What follows belongs to an exercise in optimizing a design on an open flow for small area and a short achievable clock period; a production flow would make more cautious choices.
Where RTL was checked, it was by simulation tests only, not by an equivalence proof against the original.
Power and IR drop assume default switching activity.

== main ==
Design mproc, start of the top module:
module mproc (input wire clk, reset, input wire [15:0] d_in, output wire [6:0] addr, output wire [15:0] d_out);
Size in the first run: ~1700 cells after synthesis, about 170 flip-flops, roughly 41 I/O pins, roughly 15000 µm² of cells after synthesis.
Settings: LEC_CHECK=0, CAP_MARGIN=20, CORE_MARGIN=2, CORE_UTILIZATION=40, SETUP_SLACK_MARGIN=5, SLEW_MARGIN=20; clock period 10.0 ns.
run.sh (not shown) runs the stock make flow with config.mk's settings and CLKGATE_MAP_FILE= SYNTH_SCRIPT=/design/flow/synth_recipe.tcl, a recipe that flattens the netlist after the stock synthesis.
main closes out successfully: all stages finished, all timing, DRC and antenna checks passed.
Changes in the feature branch relative to main:
Settings: swapping 5 for 4.5 in SETUP_SLACK_MARGIN.
Findings:
Adder-cell share of the synthesized area came out exactly the same in main and the feature branch. The run with more routed wire is main, not the feature branch. Clock-cell share of area: the feature branch vs main — no meaningful difference. Diff main -> the feature branch | register-to-register slack | decrease of 0.02 ns. Accumulated negative setup slack delta (the feature branch -> main): insignificant. Summary of the comparison: largest stage delay on the critical path is higher in the feature branch, relative to main. From main to the feature branch, final number of max-transition violations did not move at all. Lower estimated wirelength of the detail-placed design was reported by the feature branch, not main.
Function was not checked in any run of this note: the RTL went through the layout flow alone.


mproc, a different RTL version from the one above (not shown whole).
Size in the first run: ~2,100 cells after synthesis, roughly 240 flip-flops, ~41 I/O pins.
export LEC_CHECK = 0
export ABC_AREA = 1
export CAP_MARGIN = 20
export CORE_MARGIN = 2
export CORE_UTILIZATION = 40
export CTS_BUF_LIST = sky130_fd_sc_hd__clkbuf_8
export CTS_CLUSTER_SIZE = 16
export SETUP_SLACK_MARGIN = 5
export SLEW_MARGIN = 20
create_clock -name core_clock -period 10.0 [get_ports {clk}]
standard.sh (not shown) runs the stock make flow with config.mk's settings and CLKGATE_MAP_FILE= SYNTH_SCRIPT=/design/flow/synth_recipe.tcl, a recipe that flattens the netlist after the stock synthesis.
==> flow/flow/run.sh <==
#!/bin/bash
set -euo pipefail
MARGIN=6.2
sed -e "s/SETUP_SLACK_MARGIN=[0-9.]*/SETUP_SLACK_MARGIN=$MARGIN/" \
    -e "s|CLKGATE_MAP_FILE= |CLKGATE_MAP_FILE= 'BUFFER_PORTS_ARGS=-buffer_cell sky130_fd_sc_hd__buf_2' |" \
    standard.sh > my_standard.sh
bash my_standard.sh > layout.log 2>&1
The starting point produced a clean layout.
Edit:
==> flow/flow/run.sh (replaced) <==
#!/bin/bash
set -euo pipefail
MARGIN=6.35
sed -e "s/SETUP_SLACK_MARGIN=[0-9.]*/SETUP_SLACK_MARGIN=$MARGIN/" \
    -e "s|CLKGATE_MAP_FILE= |CLKGATE_MAP_FILE= 'BUFFER_PORTS_ARGS=-buffer_cell sky130_fd_sc_hd__buf_2' |" \
    standard.sh > my_standard.sh
bash my_standard.sh > layout.log 2>&1
CTS_BUF_LIST = not set   (was sky130_fd_sc_hd__clkbuf_8)
CTS_CLUSTER_SIZE = not set   (was 16)
The changed run completed with no timing, DRC or antenna violations.
Register-to-register slack degrades by 20 ps.
Routed wire length barely changes.
Core utilization rose by 0.79 points.
Power is higher by 1.2%.
Edit:
CTS_BUF_LIST = sky130_fd_sc_hd__clkbuf_8   (was not set)
CTS_CLUSTER_SIZE = 16   (was not set)
Effect: The new run ran to the end with no violations. Count of clock-buffer cells in the layout goes up by 10. Register-to-register slack is better by 60 ps. Synthesized cell count is unchanged. Flip-flop and latch count does not change. Final area goes down by 1.1%. First-iteration DRC count goes up by 3.9%. Die area does not change. Power goes down by 3.7%. Clock skew goes up by 37 ps. Setup slack is better by 57 ps. Utilization goes down by 0.52 points.
Edit:
==> flow/flow/run.sh (replaced) <==
#!/bin/bash
set -euo pipefail
MARGIN=6.2
sed -e "s/SETUP_SLACK_MARGIN=[0-9.]*/SETUP_SLACK_MARGIN=$MARGIN/" \
    -e "s|CLKGATE_MAP_FILE= |CLKGATE_MAP_FILE= 'BUFFER_PORTS_ARGS=-buffer_cell sky130_fd_sc_hd__buf_2' |" \
    standard.sh > my_standard.sh
bash my_standard.sh > layout.log 2>&1
CORE_UTILIZATION = 55   (was 40)
Outcome:
- worst setup slack is worse by 200 ps
- clock skew came out lower by 41 ps
- critical path depth stays the same

what the ideal ports hide:
The flow's constraints put no driver on any port. The routed layouts listed below were extracted and timed again, unchanged, in two steps. Step 1 (the two cells are an assumption about what drives the block):
set clk [get_ports {clk}]
set_driving_cell -lib_cell sky130_fd_sc_hd__clkbuf_16 $clk
set_driving_cell -lib_cell sky130_fd_sc_hd__buf_2 [delete_from_list [all_inputs] $clk]
Step 2, shift: input delay + t, output delay - t, t = (earliest + latest rising clock arrival at the registers) / 2. This alone moves slack from input paths to output paths. a / b / c = ideal / step 1 / step 2; a / b = the first two.
run	t, ns	slack for setup (ns)	hold WS [ns]	worst setup path after step 2	worst data-port slew with drivers (ns)
main	0.481	4.376 / 4.376 / 4.376	0.490 / 0.490 / 0.490	register to register	0.03
the feature branch	0.472	4.358 / 4.358 / 4.358	0.489 / 0.489 / 0.489	register to register	0.04
the first run of note 2	0.645	6.089 / 6.089 / 5.621	0.478 / 0.478 / 0.478	input to register	0.03
the second run of note 2	0.605	6.069 / 6.069 / 5.800	0.471 / 0.471 / 0.471	input to register	0.03
the third run of note 2	0.666	6.126 / 6.126 / 5.743	0.473 / 0.473 / 0.473	input to register	0.03
the fourth run of note 2	0.605	5.924 / 5.924 / 5.644	0.470 / 0.470 / 0.470	input to register	0.03
After both steps setup and hold are still met in every run listed. The setup slack of the first run of note 2, which loses most, moves by 0.000 ns with the drivers and by -0.468 ns with both steps.
